What follows belongs to an exercise in optimizing a design on an open flow for small area, a short achievable clock period and few clock cycles; a production flow would make more cautious choices. RTL that was checked went through simulation tests only; none was proved equivalent to the original. Only the layout flow was run in runs 1 and 7; the RTL was not checked for function there. Power figures rest on the tool's default switching activity, not on a simulated workload.

===== flow/design.v =====
`default_nettype none
module	qoi_encoder (
		input	wire		i_clk, i_reset,
		input	wire		s_valid,
		output	wire		s_ready,
		input	wire	[23:0]	s_data,
		input	wire		s_last, s_user,
		output	reg		o_qvalid,
		input	wire		i_qready,
		output	wire	[63:0]	o_qdata,
		output	reg	[2:0]	o_qbytes,
		output	reg		o_qlast
	);
	reg	r_ready, r_stall;
	wire	stall = r_stall;
	assign	s_ready = r_ready;
	reg		ir_v, ir_h, ir_l;
	reg	[23:0]	ir_px;
	reg	[5:0]	ir_hx, ir_hy;
	always @(posedge i_clk)
	if (i_reset)
		ir_v <= 1'b0;
	else if (!stall)
		ir_v <= s_valid;
	always @(posedge i_clk)
	if (!stall)
	begin
		ir_px <= s_data;
		ir_h  <= s_user;
		ir_l  <= s_user && s_last;
		ir_hx <= s_data[21:16] + { s_data[20:16], 1'b0 }
			+ s_data[13:8] + { s_data[11:8], 2'b0 };
		ir_hy <= { s_data[2:0], 3'b0 } - s_data[5:0] + 6'd53;
	end
	reg		hseen, h2, vseen;
	reg	[15:0]	wcnt, hcnt;
	wire		syncd = h2 && vseen;
	always @(posedge i_clk)
	if (i_reset)
	begin
		hseen <= 1'b0;
		h2    <= 1'b0;
		vseen <= 1'b0;
		wcnt  <= 16'h0;
		hcnt  <= 16'h0;
	end else if (!stall && ir_v)
	begin
		if (!hseen)
			wcnt <= wcnt + 1'b1;
		if (ir_h)
		begin
			hseen <= 1'b1;
			if (hseen)
				h2 <= 1'b1;
			if (!vseen)
				hcnt <= hcnt + 1'b1;
			if (ir_l)
				vseen <= 1'b1;
		end
	end
	reg		a_v, a_l, a_ep;
	reg	[23:0]	a_px;
	reg	[7:0]	a_dr, a_dg, a_db;
	reg	[63:0]	a_sel;		 
	reg	[5:0]	a_idx;		 
	reg		a_same;		 
	wire	[23:0]	prevpx = (a_v && !a_l) ? a_px : 24'h0;
	wire		eq = (ir_px == prevpx);
	wire		in_a = ir_v && syncd;
	wire		mv_a = a_v && (in_a || a_l);
	wire	[5:0]	ir_idx = ir_hx + ir_hy;
	always @(posedge i_clk)
	if (i_reset)
		a_v <= 1'b0;
	else if (!stall)
	begin
		if (in_a)
			a_v <= 1'b1;
		else if (a_l)
			a_v <= 1'b0;
	end
	always @(posedge i_clk)
	if (!stall && in_a)
	begin
		a_px  <= ir_px;
		a_l   <= ir_l;
		a_ep  <= eq;
		a_dr  <= ir_px[23:16] - prevpx[23:16];
		a_dg  <= ir_px[15: 8] - prevpx[15: 8];
		a_db  <= ir_px[ 7: 0] - prevpx[ 7: 0];
		a_sel <= 64'h1 << ir_idx;
		a_idx <= ir_idx;
		a_same <= (ir_idx == a_idx);
	end
	reg	[17:0]	tbl	[0:63];
	reg	[63:0]	tbl_v;
	reg	[17:0]	rd_px;
	reg		rd_v;
	integer	j;
	always @(*)
	begin
		rd_px = 18'h0;
		rd_v  = 1'b0;
		for (j = 0; j < 64; j = j + 1)
		if (a_sel[j])
		begin
			rd_px = rd_px | tbl[j];
			rd_v  = rd_v  | tbl_v[j];
		end
	end
	reg		b_v, b_l, b_ep, b_en, b_tv, b_small;
	reg	[23:0]	b_px;
	reg	[17:0]	b_tpx;
	reg	[5:0]	b_idx;
	reg	[7:0]	b_dr, b_dg, b_db;
	always @(posedge i_clk)
	if (i_reset)
		b_v <= 1'b0;
	else if (!stall)
		b_v <= mv_a;
	always @(posedge i_clk)
	if (!stall && mv_a)
	begin
		b_px  <= a_px;
		b_l   <= a_l;
		b_ep  <= a_ep;
		b_en  <= eq;
		b_idx <= a_idx;
		b_tv  <= rd_v && !(b_v && (b_l || a_same));
		b_tpx <= rd_px;
		b_small <= ((&a_dr[7:1]) || !(|a_dr[7:1]))
			&& ((&a_dg[7:1]) || !(|a_dg[7:1]))
			&& ((&a_db[7:1]) || !(|a_db[7:1]));
		b_dr  <= a_dr;
		b_dg  <= a_dg;
		b_db  <= a_db;
	end
	always @(posedge i_clk)
	if (!stall && b_v)
		tbl[b_idx] <= { b_px[23:8], b_px[7:6] };
	always @(posedge i_clk)
	if (i_reset)
		tbl_v <= 64'h0;
	else if (!stall && b_v)
	begin
		if (b_l)
			tbl_v <= 64'h0;
		else
			tbl_v[b_idx] <= 1'b1;
	end
	reg		run_on;
	reg	[5:0]	rep;
	reg		d_v, d_l;
	reg	[31:0]	d_data;
	reg	[2:0]	d_n;
	reg	[31:0]	ck;
	reg	[2:0]	cn;
	wire	[5:0]	rep_i = (b_ep && run_on && (rep != 6'd61))
					? (rep + 1'b1) : 6'd0;
	wire		emit_run = b_l || !b_en
				|| (run_on && (rep == 6'd60));
	wire		hit = b_tv && (b_tpx == { b_px[23:8], b_px[7:6] });
	wire	[7:0]	b_drg = b_dr - b_dg;
	wire	[7:0]	b_dbg = b_db - b_dg;
	wire		b_luma = ((&b_dg[7:5]) || !(|b_dg[7:5]))
			&& ((&b_drg[7:3]) || !(|b_drg[7:3]))
			&& ((&b_dbg[7:3]) || !(|b_dbg[7:3]));
	wire	[5:0]	b_dc = { !b_dr[1], b_dr[0], !b_dg[1], b_dg[0],
				!b_db[1], b_db[0] };
	wire	[13:0]	b_lc = { !b_dg[5], b_dg[4:0], !b_drg[3], b_drg[2:0],
				!b_dbg[3], b_dbg[2:0] };
	always @(*)
	begin
		if (b_ep)
		begin
			ck = emit_run ? { 2'b11, rep_i, 24'h0 } : 32'h0;
			cn = emit_run ? 3'd1 : 3'd0;
		end else if (hit)
		begin
			ck = { 2'b00, b_idx, 24'h0 };
			cn = 3'd1;
		end else if (b_small)
		begin
			ck = { 2'b01, b_dc, 24'h0 };
			cn = 3'd1;
		end else if (b_luma)
		begin
			ck = { 2'b10, b_lc, 16'h0 };
			cn = 3'd2;
		end else begin
			ck = { 8'hfe, b_px };
			cn = 3'd4;
		end
	end
	always @(posedge i_clk)
	if (i_reset)
		run_on <= 1'b0;
	else if (!stall && b_v)
		run_on <= b_ep && !b_l;
	always @(posedge i_clk)
	if (!stall && b_v)
		rep <= rep_i;
	always @(posedge i_clk)
	if (i_reset)
		d_v <= 1'b0;
	else if (!stall)
		d_v <= b_v;
	always @(posedge i_clk)
	if (!stall && b_v)
	begin
		d_l    <= b_l;
		d_data <= ck;
		d_n    <= cn;
	end
	localparam	[1:0]	P_IDLE = 2'd0, P_FILE = 2'd1, P_TRL = 2'd2,
				P_DRAIN = 2'd3;
	reg	[1:0]	pst;
	reg	[4:0]	fill;
	reg		acc_ok;
	reg	[7:0]	acc	[0:15];
	wire		take = o_qvalid && i_qready;
	wire		hdr = (pst == P_IDLE) && (a_v || b_v || d_v);
	wire		app_c = d_v && acc_ok;
	wire		app_t = (pst == P_TRL) && ((fill <= 5'd8) || take);
	wire		lastword = (pst == P_DRAIN) && (fill <= 5'd8);
	reg	[31:0]	ckr;
	wire	[7:0]	lane	[0:3];
	always @(*)
	case (fill[1:0])
	2'd0: ckr = d_data;
	2'd1: ckr = { d_data[7:0], d_data[31:8] };
	2'd2: ckr = { d_data[15:0], d_data[31:16] };
	2'd3: ckr = { d_data[23:0], d_data[31:24] };
	endcase
	assign	lane[0] = ckr[31:24];
	assign	lane[1] = ckr[23:16];
	assign	lane[2] = ckr[15: 8];
	assign	lane[3] = ckr[ 7: 0];
	reg	[7:0]	hb	[0:15];
	reg	[7:0]	xb	[0:23];
	reg	[7:0]	nb	[0:15];
	reg	[4:0]	fa, fn;
	reg	[1:0]	pn;
	integer	k;
	always @(*)
	begin
		hb[ 0] = 8'h71; hb[ 1] = 8'h6f; hb[ 2] = 8'h69; hb[ 3] = 8'h66;
		hb[ 4] = 8'h00; hb[ 5] = 8'h00;
		hb[ 6] = wcnt[15:8]; hb[ 7] = wcnt[7:0];
		hb[ 8] = 8'h00; hb[ 9] = 8'h00;
		hb[10] = hcnt[15:8]; hb[11] = hcnt[7:0];
		hb[12] = 8'h03; hb[13] = 8'h01;
		hb[14] = 8'h00; hb[15] = 8'h00;
		for (k = 0; k < 24; k = k + 1)
		begin
			xb[k] = (k < 16) ? acc[k[3:0]] : 8'h0;
			if (app_c && (k[4:0] >= fill) && (k[4:0] < fill + 5'd4))
				xb[k] = xb[k] | lane[k[1:0]];
			if (app_t && (k[4:0] == fill + 5'd7))
				xb[k] = xb[k] | 8'h01;
		end
		for (k = 0; k < 16; k = k + 1)
		begin
			if (hdr)
				nb[k] = hb[k];
			else if (take)
				nb[k] = xb[k+8];
			else
				nb[k] = xb[k];
		end
		fa = fill;
		if (app_c)
			fa = fa + d_n;
		if (app_t)
			fa = fa + 5'd8;
		pn = pst;
		case (pst)
		P_IDLE:  if (hdr) pn = P_FILE;
		P_FILE:  if (app_c && d_l) pn = P_TRL;
		P_TRL:   if (app_t) pn = P_DRAIN;
		P_DRAIN: if (take && lastword) pn = P_IDLE;
		endcase
		if (hdr)
			fn = 5'd14;
		else if (take && lastword)
			fn = 5'd0;
		else if (take)
			fn = fa - 5'd8;
		else
			fn = fa;
	end
	always @(posedge i_clk)
	for (k = 0; k < 16; k = k + 1)
		acc[k] <= nb[k];
	always @(posedge i_clk)
	if (i_reset)
	begin
		pst      <= P_IDLE;
		fill     <= 5'd0;
		acc_ok   <= 1'b0;
		o_qvalid <= 1'b0;
		o_qlast  <= 1'b0;
		o_qbytes <= 3'd0;
		r_ready  <= 1'b1;
		r_stall  <= 1'b0;
	end else begin
		pst      <= pn;
		fill     <= fn;
		acc_ok   <= (pn == P_FILE) && (fn <= 5'd12);
		o_qvalid <= (fn >= 5'd8) || ((pn == P_DRAIN) && (fn != 5'd0));
		o_qlast  <= (pn == P_DRAIN) && (fn <= 5'd8);
		o_qbytes <= ((pn == P_DRAIN) && (fn <= 5'd8)) ? fn[2:0] : 3'd0;
		r_ready  <= !((stall ? d_v : b_v)
				&& !((pn == P_FILE) && (fn <= 5'd12)));
		r_stall  <= ((stall ? d_v : b_v)
				&& !((pn == P_FILE) && (fn <= 5'd12)));
	end
	assign	o_qdata = { acc[0], acc[1], acc[2], acc[3],
				acc[4], acc[5], acc[6], acc[7] };
endmodule

===== flow/run.sh =====
#!/bin/bash
# synth_recipe.tcl (not shown) runs the flow's synth.tcl, then flattens the netlist and writes it again
# the make line also repeats each setting of config.mk as NAME=value (left out here)
make -C /OpenROAD-flow-scripts/flow DESIGN_CONFIG=/design/flow/config.mk WORK_HOME=/design/flow/orfs CLKGATE_MAP_FILE= SYNTH_SCRIPT=/design/flow/synth_recipe.tcl finish

===== flow/config.mk =====
export PLATFORM = sky130hd
export DESIGN_NAME = qoi_encoder
export DESIGN_NICKNAME = qoi_encoder
export VERILOG_FILES = /design/flow/design.v
export SDC_FILE = /design/flow/constraint.sdc
export NUM_CORES = 4
export LEC_CHECK = 0
export ABC_CLOCK_PERIOD_IN_PS = 2500
export CAP_MARGIN = 20
export CORE_MARGIN = 2
export CORE_UTILIZATION = 40
export CTS_CLUSTER_DIAMETER = 70
export CTS_CLUSTER_SIZE = 24
export SETUP_SLACK_MARGIN = 3.0
export SLEW_MARGIN = 20

===== flow/constraint.sdc =====
create_clock -name core_clock -period 5.5 [get_ports {i_clk}]
set_input_delay 1.1000 -clock core_clock [delete_from_list [all_inputs] [get_ports {i_clk}]]
set_output_delay 1.1000 -clock core_clock [all_outputs]
set_load 0.01 [all_outputs]

==> results.toml, run 1 <==
[grt]
grt_pass1_wl_um = 339000
grt_max_degree = 112
antenna_found_initial = 16
grtUsageMet3_pct = 8.68
grt_pass1_vias = 41821
grt_util_met1_pct = 39.0
grt.total_usage_pct = 29.2
top_usage_layer = "met2"
grt-ovfl-total = 0
use_met2_pct = 42.6

[clock_network]
htreeDepth = 3
clkTransAtPathRegs_ps = 90
clockRootBuffer = "clkbuf_16"
cts_buffers = 98
cts_sinks = 1676
clockBufferDepth = 3
cts_tree = "yes"
insertion_delay_ps = 760

[power]
switching_share_pct = 24.2
power.switching_mw = 6.07
p_seq_share_pct = 56.3
p_leak_nw = 26.0
combPwrFrac_pct = 9.2
pwr_density_cell_nw_per_um2 = 317
max-vdd-ir-drop_v = 0.000281
clockPowerShare_pct = 34.4
internal_power_mw = 19.0

[yosys]
synth_flop_cell = "edfxtp_1"
synth-edff-count = 1445
seq_area_frac_synth_pct = 73.7
ys_async_sr_fraction_pct = 0
yosysUniqueCellTypes = 88
synth-seq-cells = 1676
avgSynthCellArea_um2 = 15.1
synth_fp_nets = 4412
yosysTopAreaCell = "edfxtp_1"
synth_area_leaders = "edfxtp_1 (67%), dfxtp_1 (7.1%), a22o_1 (4.2%)"
syn_inst = 4300
synth_top_area_share_pct = 66.6
yosysWarnings = 5
netlist_area_um2 = 65100

[drt]
dr.pass1.iters = 6
postRouteAntennaNets = 0
routedWlPerCell_um = 36.1
drc_errors = 0
drt_iter0_markers = 8242
wirelength_um = 252000
viasPerCell = 6.49
vias = 45234

[timing]
period_share_pct = 55.1
rsz0062_at_grt = "yes"
timing.final.crit_period_ps = 3030
skew_ps = 66.5
hold_viol_final = 0
totalNegativeSetupSlack_ps = 0
tightest_slew_ps = 1020
slew_headroom_pct = 32.3
finalSetupViolations = 0
fmax_mhz = 330
drv_slew = 0

[floorplanning]
dieHeight_um = 408
initial_core_util_pct = 40.2
rows = 148
coreArea_um2 = 162000
die_w_um = 408
pin_count = 100
die-area_um2 = 166000

[worst_setup_path]
crit_buf_inv = 2
cp.required_ps = 6010
worst-setup-path-type = "flop to flop"
cp.arrival_ps = 3540
critPathLaunchType = "flop"
critical_path.cell_chain = "buf_4, ha_4, fa_2, nand2b_4, a21oi_4, and4_1, a311oi_1, or4_4, buf_12, a22o_4, and3_1"
critical_path.top_delay_family = "simple AND/OR/NAND/NOR gates"
cp-end-kind = "flop"
crit_path_max_incr_delay_ps = 480
slowest_stage = "or4_4"
path_max_fanout = 10

[finish]
final_net_count = 4835
fin_area_um2 = 79000
drive_gt1_share_pct = 22.8
syn_to_final_growth_pct = 21.2
mostFrequentLayoutCell = "edfxtp_1"
mostFrequentLayoutCells = "edfxtp_1 (1,445), a22o_1 (307), buf_4 (280)"

[placed_design]
place_area_um2 = 69700
io_buffers = 99
dp_hpwl_um = 144000
place.gp.congestion = 0.924

[worst_hold_path]
hold_class = "flop to flop"

[run]
maxCapViolations = 0

[outcome]
status = "complete, no violations"
## power by group through the flow
stage / registers (mW) / clock network, mW / logic, mW
after global placement: 14.4 / 0 / 1.88
after floorplan: 14.4 / 0 / 1.04
after global routing: 14.1 / 9.06 / 2.49
after CTS: 14.1 / 8.62 / 2.02
final: 14.1 / 8.63 / 2.31
after detailed placement: 14.4 / 0 / 1.90
## through the flow
| step | instances | hold slack (ps) | power (mW) | setup WS [ps] | util (%) |
|---|---|---|---|---|---|
| after floorplan | 4300 | 400 | 15.5 | 2450 | - |
| after global placement | 6490 | 403 | 16.3 | 1770 | 42.9 |
| after detailed placement | 6496 | 406 | 16.3 | 1750 | 43.0 |
| after CTS | 6865 | 428 | 24.8 | 2460 | 47.4 |
| after global routing | 6972 | 434 | 25.7 | 2340 | 48.7 |
| final | 6973 | 428 | 25.1 | 2470 | 48.7 |
## Yosys cell counts, types with 27 or more instances
cell type,count
nor2b_1,27
nor3_1,44
ha_1,66
and2_1,32
a21o_1,27
mux2i_1,33
a21oi_1,216
nand2b_1,35
edfxtp_1,1445
dfxtp_1,231
a22o_1,311
buf_1,34
and3_1,27
xnor2_1,61
nand4_1,105
a211oi_1,52
o21ai_0,81
nand3_1,57
o22ai_1,27
nand2_1,175
a221oi_1,306
xor2_1,42
nor2_1,326
clkbuf_1,186
inv_1,72
## metal layers
metal  share of wire, %  up-vias
met5              0.058        -
met1                 36    22881
li1                   -    18018
met4                6.6       14
met3                 14      745
met2                 43     3576
## timing repair
item | in CTS | in global routing
setup endpoints to repair | 1636 | 498
setup buffers | 185 | 103
cloned | 10 | 4
hold buffers | 0 | 0
pin swaps | 128 | 106
resized for setup | 588 | 270
## final timing paths
check                             start         end  depth (start not counted)  slack (ps)
worst min-delay path            a_db[0]     b_db[0]                          0         430
worst max register to register  b_dg[0]  d_data[13]                         11        2470
worst max-delay path            b_dg[0]  d_data[13]                         11        2470
worst min register to register  a_db[0]     b_db[0]                          0         430
## logic make-up after synthesis
group | synth area share, %
AO/OA/AOI/OAI | 13.6
XOR/XNOR | 1.42
adder cells (fa/ha/maj) | 1.76
buffers and inverters | 1.89
flip-flops | 73.7
multiplexers | 0.784
AND/OR/NAND/NOR | 6.80
## sequential cells by signal (all words and copies together), names as in the netlist, 16 cells and up
| name | count |
|---|---|
| b_tpx | 18 |
| hcnt | 16 |
| tbl_v | 64 |
| ir_px | 23 |
| acc | 128 |
| a_px | 24 |
| b_px | 24 |
| tbl | 1152 |
| d_data | 32 |
| a_sel | 64 |
| wcnt | 16 |
## layout make-up
cell class              instances  area (um^2)
multi-input cells            2314        18400
clock inverters                64          896
inverters                      74          313
clock buffers                 110         2580
flip-flops and latches       1676        48000
diodes                          1         2.50
repair inverters                1         7.51
fillers                     13659        83300
repair buffers                558         5970
well taps                    2175         2720
==> run 2, diff against run 1 <==
--- a/flow/design.v
+++ b/flow/design.v
@@ -94,25 +94,37 @@
 	end
 	reg	[17:0]	tbl	[0:63];
 	reg	[63:0]	tbl_v;
-	reg	[17:0]	rd_px;
-	reg		rd_v;
+	reg	[17:0]	rd_pl, rd_ph;
+	reg		rd_vl, rd_vh;
 	integer	j;
 	always @(*)
 	begin
-		rd_px = 18'h0;
-		rd_v  = 1'b0;
-		for (j = 0; j < 64; j = j + 1)
-		if (a_sel[j])
+		rd_pl = 18'h0;
+		rd_vl = 1'b0;
+		rd_ph = 18'h0;
+		rd_vh = 1'b0;
+		for (j = 0; j < 32; j = j + 1)
 		begin
-			rd_px = rd_px | tbl[j];
-			rd_v  = rd_v  | tbl_v[j];
+			if (a_sel[j])
+			begin
+				rd_pl = rd_pl | tbl[j];
+				rd_vl = rd_vl | tbl_v[j];
+			end
+			if (a_sel[j+32])
+			begin
+				rd_ph = rd_ph | tbl[j+32];
+				rd_vh = rd_vh | tbl_v[j+32];
+			end
 		end
 	end
-	reg		b_v, b_l, b_ep, b_en, b_tv, b_small;
+	reg		b_v, b_l, b_ep, b_en, b_small, b_luma;
+	reg		b_tvl, b_tvh, b_kill;
 	reg	[23:0]	b_px;
-	reg	[17:0]	b_tpx;
-	reg	[5:0]	b_idx;
-	reg	[7:0]	b_dr, b_dg, b_db;
+	reg	[17:0]	b_tpl, b_tph;
+	reg	[5:0]	b_idx, b_dc;
+	reg	[13:0]	b_lc;
+	wire	[7:0]	a_drg = a_dr - a_dg;
+	wire	[7:0]	a_dbg = a_db - a_dg;
 	always @(posedge i_clk)
 	if (i_reset)
 		b_v <= 1'b0;
@@ -126,14 +138,21 @@
 		b_ep  <= a_ep;
 		b_en  <= eq;
 		b_idx <= a_idx;
-		b_tv  <= rd_v && !(b_v && (b_l || a_same));
-		b_tpx <= rd_px;
+		b_kill <= b_v && (b_l || a_same);
+		b_tvl <= rd_vl;
+		b_tvh <= rd_vh;
+		b_tpl <= rd_pl;
+		b_tph <= rd_ph;
 		b_small <= ((&a_dr[7:1]) || !(|a_dr[7:1]))
 			&& ((&a_dg[7:1]) || !(|a_dg[7:1]))
 			&& ((&a_db[7:1]) || !(|a_db[7:1]));
-		b_dr  <= a_dr;
-		b_dg  <= a_dg;
-		b_db  <= a_db;
+		b_luma <= ((&a_dg[7:5]) || !(|a_dg[7:5]))
+			&& ((&a_drg[7:3]) || !(|a_drg[7:3]))
+			&& ((&a_dbg[7:3]) || !(|a_dbg[7:3]));
+		b_dc <= { !a_dr[1], a_dr[0], !a_dg[1], a_dg[0],
+				!a_db[1], a_db[0] };
+		b_lc <= { !a_dg[5], a_dg[4:0], !a_drg[3], a_drg[2:0],
+				!a_dbg[3], a_dbg[2:0] };
 	end
 	always @(posedge i_clk)
 	if (!stall && b_v)
@@ -159,16 +178,8 @@
 					? (rep + 1'b1) : 6'd0;
 	wire		emit_run = b_l || !b_en
 				|| (run_on && (rep == 6'd60));
-	wire		hit = b_tv && (b_tpx == { b_px[23:8], b_px[7:6] });
-	wire	[7:0]	b_drg = b_dr - b_dg;
-	wire	[7:0]	b_dbg = b_db - b_dg;
-	wire		b_luma = ((&b_dg[7:5]) || !(|b_dg[7:5]))
-			&& ((&b_drg[7:3]) || !(|b_drg[7:3]))
-			&& ((&b_dbg[7:3]) || !(|b_dbg[7:3]));
-	wire	[5:0]	b_dc = { !b_dr[1], b_dr[0], !b_dg[1], b_dg[0],
-				!b_db[1], b_db[0] };
-	wire	[13:0]	b_lc = { !b_dg[5], b_dg[4:0], !b_drg[3], b_drg[2:0],
-				!b_dbg[3], b_dbg[2:0] };
+	wire		hit = (b_tvl || b_tvh) && !b_kill
+			&& ((b_tpl | b_tph) == { b_px[23:8], b_px[7:6] });
 	always @(*)
 	begin
 		if (b_ep)
==> results.toml, run 2 <==
[yosys]
synth-seq-cells = 1692
yosysWarnings = 5
syn_inst = 4417
yosysUniqueCellTypes = 92
yosysTopAreaCell = "edfxtp_1"
avgSynthCellArea_um2 = 14.8
synth_area_leaders = "edfxtp_1 (67%), dfxtp_1 (7.1%), a22oi_1 (5.3%)"
synth-edff-count = 1461
netlist_area_um2 = 65500
synth_common_cells = "edfxtp_1 (1,461), a22oi_1 (459), nor2_1 (378), dfxtp_1 (231), a21oi_1 (212)"
seq_area_frac_synth_pct = 74.0
ys_async_sr_fraction_pct = 0
synth_fp_nets = 4529
post-synth-top-count-cell = "edfxtp_1"
synth_top_area_share_pct = 66.9
synth_flop_cell = "edfxtp_1"

[finish]
top_register = "tbl"
post-route-util_pct = 46.8
top_regs = "tbl x1152, acc x128"
largest_reg_flops = 1152
drive_gt1_share_pct = 17.1
mostFrequentLayoutCell = "edfxtp_1"
final_net_count = 4791
mostFrequentLayoutCells = "edfxtp_1 (1,461), a22oi_1 (458), nor2_1 (307)"
syn_to_final_growth_pct = 16.2

[worst_setup_path]
critical_path.top_delay_family = "buffers and inverters"
cp.required_ps = 5910
path_max_fanout = 88
worst-setup-path-type = "flop to flop"
cp-end-kind = "flop"
crit_buf_inv = 3
cp.arrival_ps = 3040
critPathLaunchType = "flop"
critical_path.cell_chain = "inv_16, nand4_1, clkinvlp_4, buf_12"
slowest_stage = "clkinvlp_4"
crit_path_max_incr_delay_ps = 780

[placed_design]
dp_slack_ps = 1770
dp_hpwl_um = 122000
io_buffers = 99
place.gp.congestion = 0.913

[grt]
grt-ovfl-total = 0
antenna_found_initial = 12
grt.total_usage_pct = 24.8
grt_pass1_wl_um = 298000
grt_max_degree = 89
grt_pass1_vias = 40212

[drt]
routedWlPerCell_um = 30.7
postRouteAntennaNets = 0
dr.pass1.iters = 6
vias = 42539
drc_errors = 0
wirelength_um = 213000
viasPerCell = 6.14
drt_iter0_markers = 6275

[power]
pwr_density_cell_nw_per_um2 = 328
p_seq_share_pct = 57.3
max-vdd-ir-drop_v = 0.000295
combPwrFrac_pct = 8.5
power.switching_mw = 5.99
p_leak_nw = 24.6
internal_power_mw = 19.0
switching_share_pct = 24.0
power.total_mw = 25.0
clockPowerShare_pct = 34.2

[clock_network]
cts_buffers = 100
hold_buffers = 0
cts_sinks = 1692
htreeDepth = 3
clkTransAtPathRegs_ps = 100
clockBufferDepth = 3
clockRootBuffer = "clkbuf_16"
insertion_delay_ps = 750
cts_tree = "yes"

[timing]
timing.final.ws_setup_ps = 2870
totalNegativeSetupSlack_ps = 0
rsz0062_at_grt = "yes"
period_share_pct = 47.9
slew_headroom_pct = 26.3
finalSetupViolations = 0
skew_ps = 32.9
timing.final.crit_period_ps = 2630
hold_viol_final = 0
tightest_slew_ps = 1110
fmax_mhz = 380
drv_slew = 0

[floorplanning]
pin_count = 100
coreArea_um2 = 163000
rows = 148
die_w_um = 409
initial_core_util_pct = 40.3
dieHeight_um = 409
die-area_um2 = 167000

[outcome]
status = "complete, no violations"

[worst_hold_path]
hold_class = "flop to flop"

[run]
maxCapViolations = 0
## run 2: changes by cell type in the layout (fill, tap and decap cells not counted), moves of 57 or more
cell      change
a221oi_2     -66
a22o_1      -225
buf_4        -65
a22oi_1     +441
a221oi_1    -145
nor2_1       +57
## run 2: worst reg2reg max path: stages, from the launching register on
cell and delay (ps):
dfxtp_4 530, inv_16 100, nand4_1 280, clkinvlp_4 780, buf_12 520
## run 2: power groups by stage
stage / Combinational [mW] / Clock [mW] / Sequential, mW
6_report: 2.13 / 8.54 / 14.3
5_1_grt: 2.31 / 9.07 / 14.3
4_1_cts: 1.98 / 8.61 / 14.3
3_5_place_dp: 1.97 / 0 / 14.6
3_3_place_gp: 1.95 / 0 / 14.6
2_1_floorplan: 1.08 / 0 / 14.6
## run 2: final timing paths
| check | startpoint | end | slack, ps | depth (start not counted) |
|---|---|---|---|---|
| min reg2reg | a_ep | b_ep | 440 | 0 |
| max | r_stall | a_db[0] | 2870 | 4 |
| min | a_ep | b_ep | 440 | 0 |
| max reg2reg | r_stall | a_db[0] | 2870 | 4 |
## run 2: area by class of cell
cell class                      count  area [um^2]
Timing Repair inverter              1         8.76
Tap cell                         2175         2720
Clock buffer                      109         2580
Timing Repair Buffer              391         3910
Multi-Input combinational cell   2414        17200
Antenna cell                        4         10.0
Sequential cell                  1692        48500
Fill cell                       13949        86600
Clock inverter                     65          845
Inverter                           79          339
## run 2: what timing repair did
item                                    in CTS  in global routing
endpoints found under the setup margin    1651                483
pin swaps                                   67                 46
setup buffers                              126                 42
endpoints found under the hold margin        0                  0
resized for setup                          358                137
gates cloned                                 3                  2
## run 2: per-layer routing
layer | GRT usage, % | vias to the layer above | routed length [um]
met3 | 4.10 | 495 | 22000
li1 | - | 17831 | -
met5 | 0 | - | 22
met2 | 39.0 | 2538 | 97600
met1 | 34.3 | 21671 | 83400
met4 | 9.94 | 4 | 9950
## run 2: cells by family (layout without fill, tap and decap cells)
family	after synthesis	in the layout	synth area share, %
AOI/OAI and AO/OA	1148	1148	12.5
DFF	1692	1692	74.0
buffers and inverters	313	645	1.86
muxes	47	47	0.754
other	0	4	0
xor gates and xnor gates	110	110	1.50
and+or+nand+nor	1025	1027	7.60
adders and majority gates	82	82	1.75
## run 2: per-stage QoR
stage | cell area [um^2] | hold slack (ps) | instances
4_1_cts | 75300 | 427 | 6882
3_3_place_gp | 69700 | 408 | 6579
5_1_grt | 76100 | 464 | 6927
6_report | 76100 | 437 | 6930
3_5_place_dp | 69800 | 411 | 6579
2_1_floorplan | 65700 | 400 | 4417
Testbench counts of run 2, summed over its fixed seeds: cycles 35,502.
==> run 3, diff against run 2 <==
--- a/flow/design.v
+++ b/flow/design.v
@@ -13,6 +13,7 @@
 	);
 	reg	r_ready, r_stall;
 	wire	stall = r_stall;
+	reg	en_a, en_b, en_d;
 	assign	s_ready = r_ready;
 	reg		ir_v, ir_h, ir_l;
 	reg	[23:0]	ir_px;
@@ -80,7 +81,7 @@
 			a_v <= 1'b0;
 	end
 	always @(posedge i_clk)
-	if (!stall && in_a)
+	if (en_a)
 	begin
 		a_px  <= ir_px;
 		a_l   <= ir_l;
@@ -131,7 +132,7 @@
 	else if (!stall)
 		b_v <= mv_a;
 	always @(posedge i_clk)
-	if (!stall && mv_a)
+	if (en_b)
 	begin
 		b_px  <= a_px;
 		b_l   <= a_l;
@@ -155,12 +156,12 @@
 				!a_dbg[3], a_dbg[2:0] };
 	end
 	always @(posedge i_clk)
-	if (!stall && b_v)
+	if (en_d)
 		tbl[b_idx] <= { b_px[23:8], b_px[7:6] };
 	always @(posedge i_clk)
 	if (i_reset)
 		tbl_v <= 64'h0;
-	else if (!stall && b_v)
+	else if (en_d)
 	begin
 		if (b_l)
 			tbl_v <= 64'h0;
@@ -206,10 +207,10 @@
 	always @(posedge i_clk)
 	if (i_reset)
 		run_on <= 1'b0;
-	else if (!stall && b_v)
+	else if (en_d)
 		run_on <= b_ep && !b_l;
 	always @(posedge i_clk)
-	if (!stall && b_v)
+	if (en_d)
 		rep <= rep_i;
 	always @(posedge i_clk)
 	if (i_reset)
@@ -217,7 +218,7 @@
 	else if (!stall)
 		d_v <= b_v;
 	always @(posedge i_clk)
-	if (!stall && b_v)
+	if (en_d)
 	begin
 		d_l    <= b_l;
 		d_data <= ck;
@@ -303,6 +304,17 @@
 	always @(posedge i_clk)
 	for (k = 0; k < 16; k = k + 1)
 		acc[k] <= nb[k];
+	wire	nx_stall = (stall ? d_v : b_v)
+				&& !((pn == P_FILE) && (fn <= 5'd12));
+	wire	nx_ir_v = stall ? ir_v : s_valid;
+	wire	sync_up = !stall && ir_v && ir_h;
+	wire	nx_syncd = (h2 || (sync_up && hseen))
+				&& (vseen || (sync_up && ir_l));
+	wire	nx_in_a = nx_ir_v && nx_syncd;
+	wire	nx_a_v = stall ? a_v : (in_a || (a_v && !a_l));
+	wire	nx_a_l = (!stall && in_a) ? ir_l : a_l;
+	wire	nx_mv_a = nx_a_v && (nx_in_a || nx_a_l);
+	wire	nx_b_v = stall ? b_v : mv_a;
 	always @(posedge i_clk)
 	if (i_reset)
 	begin
@@ -314,17 +326,21 @@
 		o_qbytes <= 3'd0;
 		r_ready  <= 1'b1;
 		r_stall  <= 1'b0;
+		en_a     <= 1'b0;
+		en_b     <= 1'b0;
+		en_d     <= 1'b0;
 	end else begin
+		en_a     <= !nx_stall && nx_in_a;
+		en_b     <= !nx_stall && nx_mv_a;
+		en_d     <= !nx_stall && nx_b_v;
 		pst      <= pn;
 		fill     <= fn;
 		acc_ok   <= (pn == P_FILE) && (fn <= 5'd12);
 		o_qvalid <= (fn >= 5'd8) || ((pn == P_DRAIN) && (fn != 5'd0));
 		o_qlast  <= (pn == P_DRAIN) && (fn <= 5'd8);
 		o_qbytes <= ((pn == P_DRAIN) && (fn <= 5'd8)) ? fn[2:0] : 3'd0;
-		r_ready  <= !((stall ? d_v : b_v)
-				&& !((pn == P_FILE) && (fn <= 5'd12)));
-		r_stall  <= ((stall ? d_v : b_v)
-				&& !((pn == P_FILE) && (fn <= 5'd12)));
+		r_ready  <= !nx_stall;
+		r_stall  <= nx_stall;
 	end
 	assign	o_qdata = { acc[0], acc[1], acc[2], acc[3],
 				acc[4], acc[5], acc[6], acc[7] };
--- a/flow/config.mk
+++ b/flow/config.mk
@@ -6,10 +6,10 @@
 export NUM_CORES = 4
 export LEC_CHECK = 0
 export ABC_CLOCK_PERIOD_IN_PS = 2500
-export CAP_MARGIN = 20
+export CAP_MARGIN = 10
 export CORE_MARGIN = 2
 export CORE_UTILIZATION = 40
 export CTS_CLUSTER_DIAMETER = 70
 export CTS_CLUSTER_SIZE = 24
 export SETUP_SLACK_MARGIN = 3.0
-export SLEW_MARGIN = 20
+export SLEW_MARGIN = 10
==> results.toml, run 3 <==
[clock_network]
clockBufferDepth = 3
clkTransAtPathRegs_ps = 90
cts_sinks = 1695
cts_buffers = 101
hold_buffers = 0
cts_tree = "yes"
htreeDepth = 3
insertion_delay_ps = 770
clockRootBuffer = "clkbuf_16"

[outcome]
status = "complete, no violations"

[yosys]
netlist_area_um2 = 65700
yosysUniqueCellTypes = 77
ys_async_sr_fraction_pct = 0
seq_area_frac_synth_pct = 73.9
synth_common_cells = "edfxtp_1 (1,461), a22oi_1 (464), nor2_1 (396), dfxtp_1 (234), clkbuf_1 (184)"
synth-edff-count = 1461
synth_flop_cell = "edfxtp_1"
syn_inst = 4467
synth-seq-cells = 1695
synth_area_leaders = "edfxtp_1 (67%), dfxtp_1 (7.1%), a22oi_1 (5.3%)"
synth_top_area_share_pct = 66.8
yosysTopAreaCell = "edfxtp_1"
synth_fp_nets = 4579
yosysWarnings = 5
avgSynthCellArea_um2 = 14.7
post-synth-top-count-cell = "edfxtp_1"

[power]
switching_share_pct = 24.7
combPwrFrac_pct = 8.7
p_leak_nw = 24.7
max-vdd-ir-drop_v = 0.000327
internal_power_mw = 18.9
power.switching_mw = 6.21
pwr_density_cell_nw_per_um2 = 328
p_seq_share_pct = 57.1
clockPowerShare_pct = 34.2
power.total_mw = 25.1

[placed_design]
place_inst = 6640
dp_slack_ps = 1670
dp_hpwl_um = 126000
io_buffers = 99
place.gp.congestion = 0.919
place_area_um2 = 70000

[finish]
final-seq-area_um2 = 48600
layout.cells.non_filler = 7012
top_regs = "tbl x1152, acc x128"
multiInputGateArea_um2 = 17500
drive_gt1_share_pct = 19.1
final_net_count = 4867
largest_reg_flops = 1152
mostFrequentLayoutCell = "edfxtp_1"
top_register = "tbl"
fin_area_um2 = 76600
syn_to_final_growth_pct = 16.6
mostFrequentLayoutCells = "edfxtp_1 (1,461), a22oi_1 (464), nor2_1 (312)"
nFillCells = 14031
post-route-util_pct = 47.0

[worst_setup_path]
cp.arrival_ps = 3170
regToRegSetupSlack_ps = 2900
critPathLaunchType = "flop"
path_max_fanout = 4
ff2ff_path_depth = 8
worst-setup-path-type = "flop to flop"
cp-end-kind = "flop"
cp.required_ps = 6060

[floorplanning]
coreArea_um2 = 163000
initial_core_util_pct = 40.3
dieHeight_um = 409
pin_count = 100
die_w_um = 409
die-area_um2 = 168000
rows = 148

[grt]
grt.total_usage_pct = 25.6
grt_pass1_vias = 40957
antenna_found_initial = 6
grt-ovfl-total = 0
grt_max_degree = 81
grt_pass1_wl_um = 308000

[worst_hold_path]
whs_path_depth = 0
hold_class = "flop to flop"

[timing]
timing.final.crit_period_ps = 2600
slew_headroom_pct = 33.2
tightest_slew_ps = 1000
rsz0062_at_grt = "yes"
fmax_mhz = 384
period_share_pct = 47.4
hold_viol_final = 0
skew_ps = 40.1
finalSetupViolations = 0
drv_slew = 0
hold_slack_ps = 450
totalNegativeSetupSlack_ps = 0
timing.final.ws_setup_ps = 2900

[drt]
postRouteAntennaNets = 0
drt_iter0_markers = 6345
drc_errors = 0
viasPerCell = 6.22
routedWlPerCell_um = 31.6
vias = 43611
dr.pass1.iters = 7
wirelength_um = 222000

[run]
maxCapViolations = 0
run 3: changes by cell type after synthesis, moves of 17 or more:
cell     before  now
o21ai_0      76  123
nand2_1     195  151
a31oi_1      11   48
a21oi_1     212  177
nor3_1       28   48
and2_1       46   28
nor2_1      378  396
nand3_1     109  126
run 3: cell families (layout without fill, tap and decap cells):
family	Yosys count	count (layout)	synth area share [%]
adders and majority gates	82	82	1.74
and+or+nand+nor	1035	1038	7.66
buffers and inverters	321	683	1.87
other	0	5	0
DFF	1695	1695	73.9
AOI/OAI and AO/OA	1182	1182	12.7
xor gates and xnor gates	99	99	1.32
muxes	53	53	0.849
run 3: power groups by stage:
| stage | sequential [mW] | combinational, mW | clock [mW] |
|---|---|---|---|
| floorplan | 14.6 | 0.994 | 0 |
| global placement | 14.6 | 1.90 | 0 |
| detailed placement | 14.6 | 1.92 | 0 |
| CTS | 14.4 | 2.00 | 8.67 |
| global route | 14.4 | 2.36 | 9.06 |
| finish | 14.4 | 2.19 | 8.60 |
run 3: final cells by class:
type,count,share of cell area (%)
sequential,1695,63.5
inverter,80,0.424
timing repair buffer,423,5.12
multi-input combinational,2454,22.8
antenna,5,0.0163
tap,2175,3.55
clock buffer,110,3.40
clock inverter,70,1.20
run 3: what timing repair did:
| item | 4_1_cts | 5_1_grt |
|---|---|---|
| resized for setup | 452 | 148 |
| endpoints found under the setup margin | 1486 | 517 |
| cloned | 3 | 3 |
| buffers inserted | 134 | 47 |
| pin swaps | 65 | 48 |
run 3: worst paths after layout:
check / start / end
max: a_dg[1] / b_luma
min: a_px[8] / b_px[8]
max reg2reg: a_dg[1] / b_luma
min reg2reg: a_px[8] / b_px[8]
run 3: routing by layer:
| metal | share of wire [%] | global-route usage [%] |
|---|---|---|
| met1 | 38 | 34.1 |
| met4 | 4.7 | 10.3 |
| met3 | 9.5 | 4.12 |
| met2 | 47 | 41.9 |
| met5 | 0.012 | 0 |
run 3: critical path: stages, from the launching register on:
cell       delay [ps]
edfxtp_1          440
inv_2             130
ha_1              230
nor2b_4           140
o2111ai_4         200
a21oi_1           100
or4b_4            490
or4_4             440
a222oi_1          240
Testbench counts of run 3, summed over its fixed seeds: cycles 35,502.
==> run 4, diff against run 3 <==
--- a/flow/config.mk
+++ b/flow/config.mk
@@ -6,10 +6,10 @@
 export NUM_CORES = 4
 export LEC_CHECK = 0
 export ABC_CLOCK_PERIOD_IN_PS = 2500
-export CAP_MARGIN = 10
+export CAP_MARGIN = 20
 export CORE_MARGIN = 2
 export CORE_UTILIZATION = 40
 export CTS_CLUSTER_DIAMETER = 70
 export CTS_CLUSTER_SIZE = 24
 export SETUP_SLACK_MARGIN = 3.0
-export SLEW_MARGIN = 10
+export SLEW_MARGIN = 20
==> results.toml, run 4 <==
[drt]
wirelength_um = 221000
vias = 43454
drc_errors = 0
postRouteAntennaNets = 0
routedWlPerCell_um = 31.6
viasPerCell = 6.20
dr.pass1.iters = 9
drt_iter0_markers = 6293

[yosys]
netlist_area_um2 = 65700
seq_area_frac_synth_pct = 73.9
syn_inst = 4467
avgSynthCellArea_um2 = 14.7
synth_fp_nets = 4579
synth_flop_cell = "edfxtp_1"
yosysTopAreaCell = "edfxtp_1"
synth_area_leaders = "edfxtp_1 (67%), dfxtp_1 (7.1%), a22oi_1 (5.3%)"
synth-edff-count = 1461
post-synth-top-count-cell = "edfxtp_1"
yosysWarnings = 5
synth-seq-cells = 1695
synth_common_cells = "edfxtp_1 (1,461), a22oi_1 (464), nor2_1 (396), dfxtp_1 (234), clkbuf_1 (184)"
ys_async_sr_fraction_pct = 0
synth_top_area_share_pct = 66.8
yosysUniqueCellTypes = 77

[worst_setup_path]
cp.arrival_ps = 3140
worst-setup-path-type = "flop to flop"
path_max_fanout = 4
cp.required_ps = 6060
crit_path_max_incr_delay_ps = 490
critical_path.top_delay_family = "simple AND/OR/NAND/NOR gates"
cp-end-kind = "flop"
regToRegSetupSlack_ps = 2920
slowest_stage = "or4b_4"
rr_startpoint = "a_dg[1]"
critical_path.cell_chain = "inv_4, ha_4, nor2b_4, o2111ai_4, a21oi_2, or4b_4, or4_4, a222oi_1"
startpoint = "a_dg[1]"
crit_buf_inv = 1
critPathLaunchType = "flop"

[grt]
antenna_found_initial = 3
grt-ovfl-total = 0
grt_pass1_vias = 40847
grt_pass1_wl_um = 307000
grt.total_usage_pct = 25.6
grt_max_degree = 81

[finish]
mostFrequentLayoutCells = "edfxtp_1 (1,461), a22oi_1 (464), nor2_1 (309)"
largest_reg_flops = 1152
top_register = "tbl"
nFillCells = 13994
drive_gt1_share_pct = 19.3
syn_to_final_growth_pct = 16.8
multiInputGateArea_um2 = 17600
final_net_count = 4870
layout.cells.non_filler = 7013
final-seq-area_um2 = 48600
mostFrequentLayoutCell = "edfxtp_1"
top_regs = "tbl x1152, acc x128"

[clock_network]
insertion_delay_ps = 780
htreeDepth = 3
clockRootBuffer = "clkbuf_16"
cts_tree = "yes"
clkTransAtPathRegs_ps = 80
cts_buffers = 101
clockBufferDepth = 3
cts_sinks = 1695

[timing]
period_share_pct = 46.9
totalNegativeSetupSlack_ps = 0
drv_slew = 0
tightest_slew_ps = 1030
timing.final.crit_period_ps = 2580
rsz0062_at_grt = "yes"
fmax_mhz = 387
slew_headroom_pct = 31.0
hold_slack_ps = 443
skew_ps = 43.4
hold_viol_final = 0
finalSetupViolations = 0

[floorplanning]
rows = 148
coreArea_um2 = 163000
initial_core_util_pct = 40.3
dieHeight_um = 409
die_w_um = 409
die-area_um2 = 168000
pin_count = 100

[run]
maxCapViolations = 0

[placed_design]
place_inst = 6641
place.gp.congestion = 0.919
io_buffers = 99
dp_hpwl_um = 126000

[power]
p_leak_nw = 24.7
pwr_density_cell_nw_per_um2 = 329
max-vdd-ir-drop_v = 0.000364

[worst_hold_path]
hold_class = "flop to flop"
min_from = "a_ep"

[outcome]
status = "complete, no violations"
[run 4: cell counts after synthesis]
Identical to the previous run, type by type.
[run 4: layout make-up]
class	count	area share [%]
clock buffers	109	3.36
multi-input cells	2454	22.9
diodes	3	0.00978
flip-flops and latches	1695	63.4
inverters	80	0.424
well taps	2175	3.55
repair buffers	426	5.12
clock inverters	71	1.24
[run 4: final timing paths]
kind,end,cells past startpoint
setup / recovery,b_luma,8
hold / removal,b_ep,0
setup reg to reg,b_luma,8
hold reg to reg,b_ep,0
[run 4: power by group]
part / leakage [nW] / internal [mW] / switching, mW / total (mW)
Sequential: 15.2 / 14.1 / 0.223 / 14.4
Combinational: 7.82 / 0.903 / 1.32 / 2.22
Clock: 1.69 / 4.01 / 4.65 / 8.66
[run 4: kinds of logic (layout without fill, tap and decap cells)]
group	after synthesis	count (layout)	synth area share [%]
adder cells (fa/ha/maj)	82	82	1.74
other	0	3	0
XOR/XNOR	99	99	1.32
flip-flops	1695	1695	73.9
multiplexers	53	53	0.849
buffers and inverters	321	686	1.87
AND/OR/NAND/NOR	1035	1038	7.66
AO/OA/AOI/OAI	1182	1182	12.7
[run 4: per-layer routing]
layer | track usage (%) | vias up | routed length, um
li1 | - | 18169 | -
met1 | 34.0 | 22201 | 83900
met2 | 41.9 | 2587 | 105000
met3 | 4.43 | 497 | 22500
met4 | 9.64 | 0 | 10000
met5 | 0 | - | 0
[run 4: what timing repair did]
action                                  4_1_cts  5_1_grt
hold buffers                                  0        0
gates cloned                                  2        3
pin swaps                                    66       50
endpoints found under the setup margin     1476      540
buffers inserted                            136       48
gates resized for setup                     455      157
[run 4: per-stage QoR]
step / area, um^2 / worst slack, ps / utilization (%) / power [mW]
4_1_cts: 75700 / 2900 / 46.4 / 25.1
2_1_floorplan: 66000 / 2460 / - / 15.6
5_1_grt: 76700 / 2840 / 47.1 / 25.9
6_report: 76700 / 2920 / 47.1 / 25.2
3_3_place_gp: 70000 / 1700 / 43.0 / 16.5
3_5_place_dp: 70100 / 1690 / 43.0 / 16.5
==> run 5, diff against run 4 <==
--- a/flow/config.mk
+++ b/flow/config.mk
@@ -5,6 +5,7 @@
 export SDC_FILE = /design/flow/constraint.sdc
 export NUM_CORES = 4
 export LEC_CHECK = 0
+export ABC_AREA = 1
 export ABC_CLOCK_PERIOD_IN_PS = 2500
 export CAP_MARGIN = 20
 export CORE_MARGIN = 2
==> results.toml, run 5 <==
[clock_network]
clkTransAtPathRegs_ps = 90
clockRootBuffer = "clkbuf_16"
hold_buffers = 0
htreeDepth = 3
cts_sinks = 1695
clockBufferDepth = 3
cts_tree = "yes"
insertion_delay_ps = 760
cts_buffers = 101

[timing]
period_share_pct = 46.5
drv_slew = 0
slew_headroom_pct = 31.9
hold_slack_ps = 427
rsz0062_at_grt = "yes"
skew_ps = 35.2
finalSetupViolations = 0
hold_viol_final = 0
totalNegativeSetupSlack_ps = 0
timing.final.ws_setup_ps = 2940
fmax_mhz = 391
tightest_slew_ps = 1020
timing.final.crit_period_ps = 2560

[placed_design]
dp_slack_ps = 1660
place.gp.congestion = 0.921
dp_hpwl_um = 123000
io_buffers = 99

[yosys]
synth_area_leaders = "edfxtp_1 (65%), dfxtp_1 (7.0%), nand2_1 (5.3%)"
synth_top_area_share_pct = 65.3
yosysUniqueCellTypes = 75
syn_inst = 5203
netlist_area_um2 = 67200
synth-edff-count = 1461
synth_flop_cell = "edfxtp_1"
yosysWarnings = 5
synth_fp_nets = 5315
avgSynthCellArea_um2 = 12.9
seq_area_frac_synth_pct = 72.3
synth-seq-cells = 1695
post-synth-top-count-cell = "edfxtp_1"
yosysTopAreaCell = "edfxtp_1"
synth_common_cells = "edfxtp_1 (1,461), nand2_1 (951), nor2_1 (434), inv_1 (315), a21oi_1 (298)"
ys_async_sr_fraction_pct = 0

[run]
maxCapViolations = 0

[grt]
grt_pass1_vias = 41249
grt.total_usage_pct = 23.1
grt-ovfl-total = 0
antenna_found_initial = 4
grt_max_degree = 68
grt_pass1_wl_um = 287000

[worst_setup_path]
cp-end-kind = "flop"
worst-setup-path-type = "input pin to flop"
path_max_fanout = 3
critPathLaunchType = "input pin"
cp.arrival_ps = 3050
cp.required_ps = 5990

[finish]
largest_reg_flops = 1152
mostFrequentLayoutCells = "edfxtp_1 (1,461), nand2_1 (941), nor2_1 (367)"
mostFrequentLayoutCell = "edfxtp_1"
final_net_count = 5561
syn_to_final_growth_pct = 14.0
top_register = "tbl"
drive_gt1_share_pct = 14.2
top_regs = "tbl x1152, acc x128"
nFillCells = 14850

[floorplanning]
coreArea_um2 = 167000
pin_count = 100
die_w_um = 414
rows = 150
die-area_um2 = 171000
initial_core_util_pct = 40.2
dieHeight_um = 414

[drt]
postRouteAntennaNets = 0
dr.pass1.iters = 6
drc_errors = 0
vias = 43706
wirelength_um = 201000
viasPerCell = 5.65
drt_iter0_markers = 5107
routedWlPerCell_um = 26.0

[power]
pwr_density_cell_nw_per_um2 = 328
p_leak_nw = 26.4
max-vdd-ir-drop_v = 0.000318

[outcome]
status = "complete, no violations"

[worst_hold_path]
hold_class = "flop to flop"
[run 5: path summary, 6_finish.rpt]
| path | startpoint | endpoint | slack [ps] | cells past startpoint |
|---|---|---|---|---|
| setup / recovery | s_data[10] | ir_hx[5] | 2940 | 8 |
| setup reg to reg | b_idx[1] | tbl_v[23] | 3030 | 8 |
| hold / removal | a_ep | b_ep | 430 | 0 |
| hold reg to reg | a_ep | b_ep | 430 | 0 |
[run 5: kinds of logic after synthesis]
logic type	share of synthesized area [%]
multiplexers	0.0149
buffers and inverters	3.38
AND/OR/NAND/NOR	11.6
XOR/XNOR	0.842
adder cells (fa/ha/maj)	1.71
flip-flops	72.3
AO/OA/AOI/OAI	10.1
[run 5: metal layers]
layer	global-route usage, %	vias to the layer above	routed length (um)
li1	-	19574	-
met1	31.4	21870	83700
met2	37.3	1901	94200
met3	3.68	359	15200
met4	8.63	2	8410
met5	0	-	12
[run 5: where the power goes]
group	leakage [nW]	switching [mW]	internal [mW]
clock	1.74	4.58	4.10
combinational	9.52	1.30	0.817
sequential	15.1	0.182	14.1
total	26.4	6.06	19.0
[run 5: stage by stage]
step | instances | power [mW] | cell area [um^2] | util (%)
finish | 7736 | 25.1 | 76600 | 45.9
global route | 7735 | 25.8 | 76600 | 45.9
CTS | 7686 | 25.1 | 76000 | 45.5
detailed placement | 7446 | 16.5 | 71500 | 42.8
global placement | 7445 | 16.5 | 71400 | 42.8
floorplan | 5203 | 15.7 | 67300 | -
[run 5: timing repair]
| item | in CTS | in global routing |
|---|---|---|
| pin swaps | 37 | 17 |
| endpoints found under the setup margin | 671 | 281 |
| gates resized for setup | 354 | 89 |
| gates cloned | 3 | 3 |
| setup buffers | 52 | 46 |
[run 5: final cells by class]
type	instances	area (um^2)	share of cell area, %
tap	2204	2760	3.60
inverter	348	1370	1.79
clock buffer	114	2670	3.49
antenna	1	2.50	0.00327
multi-input combinational	2947	17100	22.4
timing repair buffer	355	3170	4.13
sequential	1695	48600	63.5
clock inverter	71	882	1.15
timing repair inverter	1	8.76	0.0114
[run 5: critical path, stage by stage]
cell,delay (ps)
buf_8,100
fa_1,560
fa_1,460
ha_4,270
a21oi_2,140
o21ai_2,70
xor2_1,170
xor2_1,160
==> run 6, diff against run 5 <==
==> flow/config.mk (replaced) <==
export PLATFORM = sky130hd
export DESIGN_NAME = qoi_encoder
export DESIGN_NICKNAME = qoi_encoder
export VERILOG_FILES = /design/flow/design.v
export SDC_FILE = /design/flow/constraint.sdc
export NUM_CORES = 4
export LEC_CHECK = 0
export ABC_CLOCK_PERIOD_IN_PS = 2500
export CAP_MARGIN = 20
export CORE_MARGIN = 2
export CORE_UTILIZATION = 40
export CTS_CLUSTER_DIAMETER = 80
export CTS_CLUSTER_SIZE = 30
export SETUP_SLACK_MARGIN = 3.0
export SLEW_MARGIN = 20
==> results.toml, run 6 <==
[timing]
fmax_mhz = 383
rsz0062_at_grt = "yes"
drv_slew = 0
tightest_slew_ps = 1030
hold_viol_final = 0
finalSetupViolations = 0
timing.final.crit_period_ps = 2610
slew_headroom_pct = 31.3
skew_ps = 57.3
period_share_pct = 47.5
totalNegativeSetupSlack_ps = 0

[finish]
syn_to_final_growth_pct = 16.4
top_register = "tbl"
largest_reg_flops = 1152
fin_area_um2 = 76500
drive_gt1_share_pct = 19.5
final_net_count = 4868
mostFrequentLayoutCell = "edfxtp_1"
top_regs = "tbl x1152, acc x128"
mostFrequentLayoutCells = "edfxtp_1 (1,461), a22oi_1 (464), nor2_1 (307)"

[yosys]
synth.area.mux_share_pct = 0.849
yosysUniqueCellTypes = 77
synth_area_leaders = "edfxtp_1 (67%), dfxtp_1 (7.1%), a22oi_1 (5.3%)"
synth_common_cells = "edfxtp_1 (1,461), a22oi_1 (464), nor2_1 (396), dfxtp_1 (234), clkbuf_1 (184)"
synth-seq-cells = 1695
ys_async_sr_fraction_pct = 0
avgSynthCellArea_um2 = 14.7
syn_inst = 4467
yosysTopAreaCell = "edfxtp_1"
synth-edff-count = 1461
post-synth-top-count-cell = "edfxtp_1"
synth_top_area_share_pct = 66.8
yosys.area_share.adder_pct = 1.74
synth-compound-area-share_pct = 12.7
netlist_area_um2 = 65700
synth_xor_area_share_pct = 1.32
synthSimpleGateAreaFrac_pct = 7.66
synth_flop_cell = "edfxtp_1"
seq_area_frac_synth_pct = 73.9
synth_fp_nets = 4579
yosysWarnings = 5
synth_top_family_by_area = "compound AO/OA/AOI/OAI gates"

[drt]
wirelength_um = 222000
dr.pass1.iters = 6
drt_iter0_markers = 6233
drc_errors = 0
vias = 43592
postRouteAntennaNets = 0
viasPerCell = 6.22
routedWlPerCell_um = 31.6

[grt]
antenna_found_initial = 5
grt_pass1_vias = 40758
grt_pass1_wl_um = 307000
grt_max_degree = 81
grt-ovfl-total = 0
grt.total_usage_pct = 25.5

[worst_setup_path]
cp.required_ps = 6080
slowest_stage = "or4_4"
cp.arrival_ps = 3190
critical_path.top_delay_family = "simple AND/OR/NAND/NOR gates"
crit_buf_inv = 0
crit_path_max_incr_delay_ps = 550
worst-setup-path-type = "flop to flop"
critPathLaunchType = "flop"
path_depth = 8
path_max_fanout = 3
ff2ff_path_depth = 8
critical_path.cell_chain = "ha_4, fa_2, nor2b_2, o21ai_0, a21oi_1, nand3_1, or4_4, a222oi_1"
cp-end-kind = "flop"

[floorplanning]
pin_count = 100
die-area_um2 = 168000
initial_core_util_pct = 40.3
rows = 148
coreArea_um2 = 163000
dieHeight_um = 409
die_w_um = 409

[clock_network]
insertion_delay_ps = 770
clkTransAtPathRegs_ps = 120
htreeDepth = 3
clockRootBuffer = "clkbuf_16"
cts_sinks = 1695
hold_buffers = 0
cts_buffers = 87
clockBufferDepth = 3
cts_tree = "yes"

[power]
combPwrFrac_pct = 9.5
switching_share_pct = 25.4
max-vdd-ir-drop_v = 0.000291
clockPowerShare_pct = 32.5
power.switching_mw = 6.28
p_leak_nw = 24.6
p_seq_share_pct = 58.0
internal_power_mw = 18.5
pwr_density_cell_nw_per_um2 = 324

[placed_design]
dp_hpwl_um = 126000
place_area_um2 = 70100
place.gp.congestion = 0.919
io_buffers = 99

[outcome]
status = "complete, no violations"

[worst_hold_path]
hold_class = "flop to flop"
whs_path_depth = 0

[run]
maxCapViolations = 0
-- run 6: repair_timing --
item                       4_1_cts  5_1_grt
setup endpoints to repair     1531      609
cloned                           2        2
resized for setup              481      152
buffers inserted               136       61
pin swaps                       66       49
-- run 6: per-stage QoR --
stage          total power [mW]  std cells  hold slack, ps  util, %  worst slack [ps]
2_1_floorplan              15.6       4467             400        -              2460
3_3_place_gp               16.5       6640             404     43.0              1700
3_5_place_dp               16.5       6641             426     43.0              1690
4_1_cts                    24.5       6937             451     46.3              2900
5_1_grt                    25.4       7000             468     46.9              2780
6_report                   24.8       7005             447     46.9              2890
-- run 6: cells by family (layout without fill, tap and decap cells) --
| family | after synthesis | in the layout |
|---|---|---|
| AO/OA/AOI/OAI | 1182 | 1182 |
| XOR/XNOR | 99 | 99 |
| adder cells (fa/ha/maj) | 82 | 82 |
| buffers and inverters | 321 | 677 |
| flip-flops | 1695 | 1695 |
| multiplexers | 53 | 53 |
| other | 0 | 5 |
| AND/OR/NAND/NOR | 1035 | 1037 |
-- run 6: power groups by stage --
stage	combinational (mW)	sequential, mW	clock, mW
finish	2.35	14.4	8.06
global route	2.53	14.4	8.52
CTS	2.05	14.4	8.12
detailed placement	1.92	14.6	0
global placement	1.90	14.6	0
floorplan	0.994	14.6	0
-- run 6: metal layers --
metal | vias up | global-route usage, % | wire length [um]
li1 | 18168 | - | -
met1 | 22373 | 33.9 | 84800
met2 | 2564 | 41.9 | 106000
met4 | 0 | 9.51 | 9850
met3 | 487 | 4.52 | 21100
met5 | - | 0 | 0
-- run 6: layout make-up --
class,instances,area [um^2]
fill,14019,86500
sequential,1695,48700
multi-input combinational,2453,17500
timing repair buffer,439,4070
tap,2175,2720
clock buffer,92,2240
clock inverter,66,928
inverter,80,324
antenna,5,12.5
-- run 6: final timing paths --
check / startpoint / to / slack, ps
worst max-delay path: a_dg[0] / b_luma / 2890
worst min-delay path: a_ep / b_ep / 450
worst max register to register: a_dg[0] / b_luma / 2890
worst min register to register: a_ep / b_ep / 450
-- run 6: worst reg2reg max path: stages, from the launching register on --
cell and delay (ps):
edfxtp_1 490, ha_4 220, fa_2 380, nor2b_2 170, o21ai_0 90, a21oi_1 200, nand3_1 130, or4_4 550
a222oi_1 220
==> run 7, diff against run 6 <==
--- a/flow/design.v
+++ b/flow/design.v
@@ -231,10 +231,15 @@
 	reg		acc_ok;
 	reg	[7:0]	acc	[0:15];
 	wire		take = o_qvalid && i_qready;
-	wire		hdr = (pst == P_IDLE) && (a_v || b_v || d_v);
-	wire		app_c = d_v && acc_ok;
-	wire		app_t = (pst == P_TRL) && ((fill <= 5'd8) || take);
 	wire		lastword = (pst == P_DRAIN) && (fill <= 5'd8);
+	wire		done = take && lastword;
+	wire		hdr = ((pst == P_IDLE) || done) && (a_v || b_v || d_v);
+	wire		app_c = d_v && acc_ok;
+	wire	[4:0]	fc = fill + d_n;
+	wire		app_t1 = (pst == P_TRL) && ((fill <= 5'd8) || take);
+	wire		app_t2 = app_c && d_l && ((fc <= 5'd8) || take);
+	wire		app_t = app_t1 || app_t2;
+	wire	[4:0]	tpos = (pst == P_TRL) ? (fill + 5'd7) : (fc + 5'd7);
 	reg	[31:0]	ckr;
 	wire	[7:0]	lane	[0:3];
 	always @(*)
@@ -252,7 +257,7 @@
 	reg	[7:0]	xb	[0:23];
 	reg	[7:0]	nb	[0:15];
 	reg	[4:0]	fa, fn;
-	reg	[1:0]	pn;
+	reg	[1:0]	pn;	 
 	integer	k;
 	always @(*)
 	begin
@@ -268,7 +273,7 @@
 			xb[k] = (k < 16) ? acc[k[3:0]] : 8'h0;
 			if (app_c && (k[4:0] >= fill) && (k[4:0] < fill + 5'd4))
 				xb[k] = xb[k] | lane[k[1:0]];
-			if (app_t && (k[4:0] == fill + 5'd7))
+			if (app_t && (k[4:0] == tpos))
 				xb[k] = xb[k] | 8'h01;
 		end
 		for (k = 0; k < 16; k = k + 1)
@@ -287,14 +292,12 @@
 			fa = fa + 5'd8;
 		pn = pst;
 		case (pst)
-		P_IDLE:  if (hdr) pn = P_FILE;
-		P_FILE:  if (app_c && d_l) pn = P_TRL;
-		P_TRL:   if (app_t) pn = P_DRAIN;
-		P_DRAIN: if (take && lastword) pn = P_IDLE;
+		P_IDLE:  pn = P_IDLE;
+		P_FILE:  if (app_c && d_l) pn = app_t2 ? P_DRAIN : P_TRL;
+		P_TRL:   if (app_t1) pn = P_DRAIN;
+		P_DRAIN: if (done) pn = P_IDLE;
 		endcase
-		if (hdr)
-			fn = 5'd14;
-		else if (take && lastword)
+		if (done)
 			fn = 5'd0;
 		else if (take)
 			fn = fa - 5'd8;
@@ -333,12 +336,14 @@
 		en_a     <= !nx_stall && nx_in_a;
 		en_b     <= !nx_stall && nx_mv_a;
 		en_d     <= !nx_stall && nx_b_v;
-		pst      <= pn;
-		fill     <= fn;
+		pst      <= hdr ? P_FILE : pn;
+		fill     <= hdr ? 5'd14 : fn;
 		acc_ok   <= (pn == P_FILE) && (fn <= 5'd12);
-		o_qvalid <= (fn >= 5'd8) || ((pn == P_DRAIN) && (fn != 5'd0));
-		o_qlast  <= (pn == P_DRAIN) && (fn <= 5'd8);
-		o_qbytes <= ((pn == P_DRAIN) && (fn <= 5'd8)) ? fn[2:0] : 3'd0;
+		o_qvalid <= hdr || (fn >= 5'd8)
+				|| ((pn == P_DRAIN) && (fn != 5'd0));
+		o_qlast  <= !hdr && (pn == P_DRAIN) && (fn <= 5'd8);
+		o_qbytes <= (!hdr && (pn == P_DRAIN) && (fn <= 5'd8))
+				? fn[2:0] : 3'd0;
 		r_ready  <= !nx_stall;
 		r_stall  <= nx_stall;
 	end
--- a/flow/config.mk
+++ b/flow/config.mk
@@ -9,7 +9,7 @@
 export CAP_MARGIN = 20
 export CORE_MARGIN = 2
 export CORE_UTILIZATION = 40
-export CTS_CLUSTER_DIAMETER = 80
-export CTS_CLUSTER_SIZE = 30
+export CTS_CLUSTER_DIAMETER = 70
+export CTS_CLUSTER_SIZE = 24
 export SETUP_SLACK_MARGIN = 3.0
 export SLEW_MARGIN = 20
==> results.toml, run 7 <==
[outcome]
status = "complete, no violations"

[clock_network]
hold_buffers = 0
clockRootBuffer = "clkbuf_16"
clkTransAtPathRegs_ps = 100
cts_tree = "yes"
cts_buffers = 101
clockBufferDepth = 3
cts_sinks = 1695
htreeDepth = 3
insertion_delay_ps = 790

[yosys]
post-synth-top-count-cell = "edfxtp_1"
synth_top_family_by_area = "compound AO/OA/AOI/OAI gates"
synth-compound-area-share_pct = 12.8
avgSynthCellArea_um2 = 14.8
yosys.area_share.adder_pct = 1.74
syn_inst = 4455
ys_async_sr_fraction_pct = 0
netlist_area_um2 = 65900
synth-seq-cells = 1695
synth_fp_nets = 4567
synth_area_leaders = "edfxtp_1 (67%), dfxtp_1 (7.1%), a22oi_1 (5.3%)"
synth_top_area_share_pct = 66.6
seq_area_frac_synth_pct = 73.7
synth_common_cells = "edfxtp_1 (1,461), a22oi_1 (464), nor2_1 (347), dfxtp_1 (234), nand2_1 (191)"
yosysUniqueCellTypes = 89
synthSimpleGateAreaFrac_pct = 7.44
synth-edff-count = 1461
synth_xor_area_share_pct = 1.61
synth.area.mux_share_pct = 0.794
synth_flop_cell = "edfxtp_1"
yosysWarnings = 5
yosysTopAreaCell = "edfxtp_1"

[timing]
hold_viol_final = 0
finalSetupViolations = 0
timing.final.crit_period_ps = 3010
tightest_slew_ps = 994
skew_ps = 69.0
fmax_mhz = 332
drv_slew = 0
slew_headroom_pct = 33.0
period_share_pct = 54.7
totalNegativeSetupSlack_ps = 0
rsz0062_at_grt = "yes"

[drt]
drc_errors = 0
viasPerCell = 6.24
routedWlPerCell_um = 32.4
vias = 44023
postRouteAntennaNets = 0
drt_iter0_markers = 7192
dr.pass1.iters = 8
wirelength_um = 229000

[floorplanning]
rows = 148
pin_count = 100
initial_core_util_pct = 40.4
coreArea_um2 = 163000
dieHeight_um = 410
die-area_um2 = 168000
die_w_um = 410

[worst_hold_path]
hold_class = "flop to flop"

[finish]
nFillCells = 13962
largest_reg_flops = 1152
top_register = "tbl"
mostFrequentLayoutCell = "edfxtp_1"
top_regs = "tbl x1152, acc x128"
syn_to_final_growth_pct = 18.0
final_net_count = 4919
mostFrequentLayoutCells = "edfxtp_1 (1,461), a22oi_1 (463), buf_4 (296)"
drive_gt1_share_pct = 20.5
layout.cells.non_filler = 7057

[power]
pwr_density_cell_nw_per_um2 = 329
p_leak_nw = 25.6
max-vdd-ir-drop_v = 0.000261
power.total_mw = 25.6

[run]
maxCapViolations = 0

[grt]
grt.total_usage_pct = 26.3
grt-ovfl-total = 0
grt_pass1_wl_um = 314000
grt_pass1_vias = 40805
grt_max_degree = 67
antenna_found_initial = 17

[worst_setup_path]
cp-end-kind = "flop"
critical_path.cell_chain = "ha_4, fa_2, nor2_4, a2bb2oi_4, or4b_4, buf_4, buf_6, nand2_8, xnor2_4, nor2_2, o41a_1"
cp.required_ps = 6130
critPathLaunchType = "flop"
crit_buf_inv = 2
worst-setup-path-type = "flop to flop"
critical_path.top_delay_family = "simple AND/OR/NAND/NOR gates"
path_max_fanout = 5
cp.arrival_ps = 3640
slowest_stage = "or4b_4"
crit_path_max_incr_delay_ps = 520

[placed_design]
io_buffers = 99
place.gp.congestion = 0.892
dp_hpwl_um = 130000
place_inst = 6615
run 7: cell types whose count changed after synthesis, sizes merged, moves of 16 or more:
| cell | change |
|---|---|
| xor2 | +20 |
| o21ai | -34 |
| nand2 | +42 |
| a31oi | -23 |
| and2 | +23 |
| or3 | -16 |
| nor2 | -47 |
run 7: final timing paths:
kind	startpoint	end	slack, ps	depth (start not counted)
worst min-delay path	a_dr[0]	b_dc[4]	450	0
worst min register to register	a_dr[0]	b_dc[4]	450	0
worst max register to register	d_n[0]	o_qvalid	2490	11
worst max-delay path	d_n[0]	o_qvalid	2490	11
run 7: power breakdown:
part	internal [mW]	leakage, nW	switching, mW	total (mW)
clock	4.02	1.69	4.63	8.66
sequential	14.2	15.0	0.261	14.5
combinational	1.02	8.86	1.49	2.51
total	19.2	25.6	6.38	25.6
run 7: final cells by class:
type	instances	area, um^2	share of cell area [%]
Clock inverter	66	900	1.16
Sequential cell	1695	48700	62.5
Tap cell	2175	2720	3.50
Antenna cell	2	5.00	0.00643
Inverter	82	318	0.409
Timing Repair Buffer	486	4560	5.86
Timing Repair inverter	3	20.0	0.0257
Clock buffer	110	2630	3.37
Multi-Input combinational cell	2438	18000	23.1
run 7: worst reg2reg max path: stages (launching register included):
cell	delay (ps)
edfxtp_1	440
ha_4	190
fa_2	510
nor2_4	210
a2bb2oi_4	100
or4b_4	520
buf_4	160
buf_6	120
nand2_8	80
xnor2_4	140
nor2_2	70
o41a_1	380
run 7: metal layers:
layer  share of wire [%]  GRT usage (%)
met5              0.0035              0
met4                 3.9           8.67
met3                  12           5.31
met2                  46           41.1
met1                  39           36.7
run 7: kinds of logic after synthesis:
family	count (synthesis)
DFF	1695
muxes	50
and+or+nand+nor	1009
adders and majority gates	82
xor gates and xnor gates	118
buffers and inverters	328
AOI/OAI and AO/OA	1173
run 7: what timing repair did:
action                                  in CTS  in global routing
gates resized for setup                    500                150
cloned                                      10                  4
endpoints found under the setup margin    1527                428
setup buffers                              170                 80
pin swaps                                   80                 62
run 7: metrics by stage:
step | hold WS [ps] | util (%) | cell area (um^2) | setup WS [ps]
CTS | 455 | 46.8 | 76400 | 2530
global placement | 430 | 43.1 | 70300 | 1750
floorplan | 400 | - | 66300 | 2450
detailed placement | 432 | 43.1 | 70300 | 1690
finish | 449 | 47.7 | 77800 | 2490
global route | 471 | 47.7 | 77800 | 2390

==> afterwards: timing with drivers on the ports <==
No port has a modelled driver above. Below, the same layouts with a new extraction and two added sets of constraints.
Step 1 assumes that a clkbuf_16 drives the clock port and a buf_2 every other input.
Step 2 also shifts input and output timing later by t, the mid clock arrival at the registers, as if the neighbouring blocks saw the same clock.
a / b / c = ideal ports / drivers / drivers and shift; a / b = the first two.
run	t (ns)	setup slack, ns
run 1	0.832	2.467 / 2.467 / 2.221
run 2	0.812	2.867 / 2.867 / 2.279
run 3	0.831	2.896 / 2.896 / 2.229
run 4	0.835	2.919 / 2.919 / 2.232
run 5	0.822	2.942 / 2.906 / 2.143
run 6	0.825	2.887 / 2.887 / 2.216
run 7	0.834	2.490 / 2.490 / 1.970
After both steps every run listed still meets setup and hold.
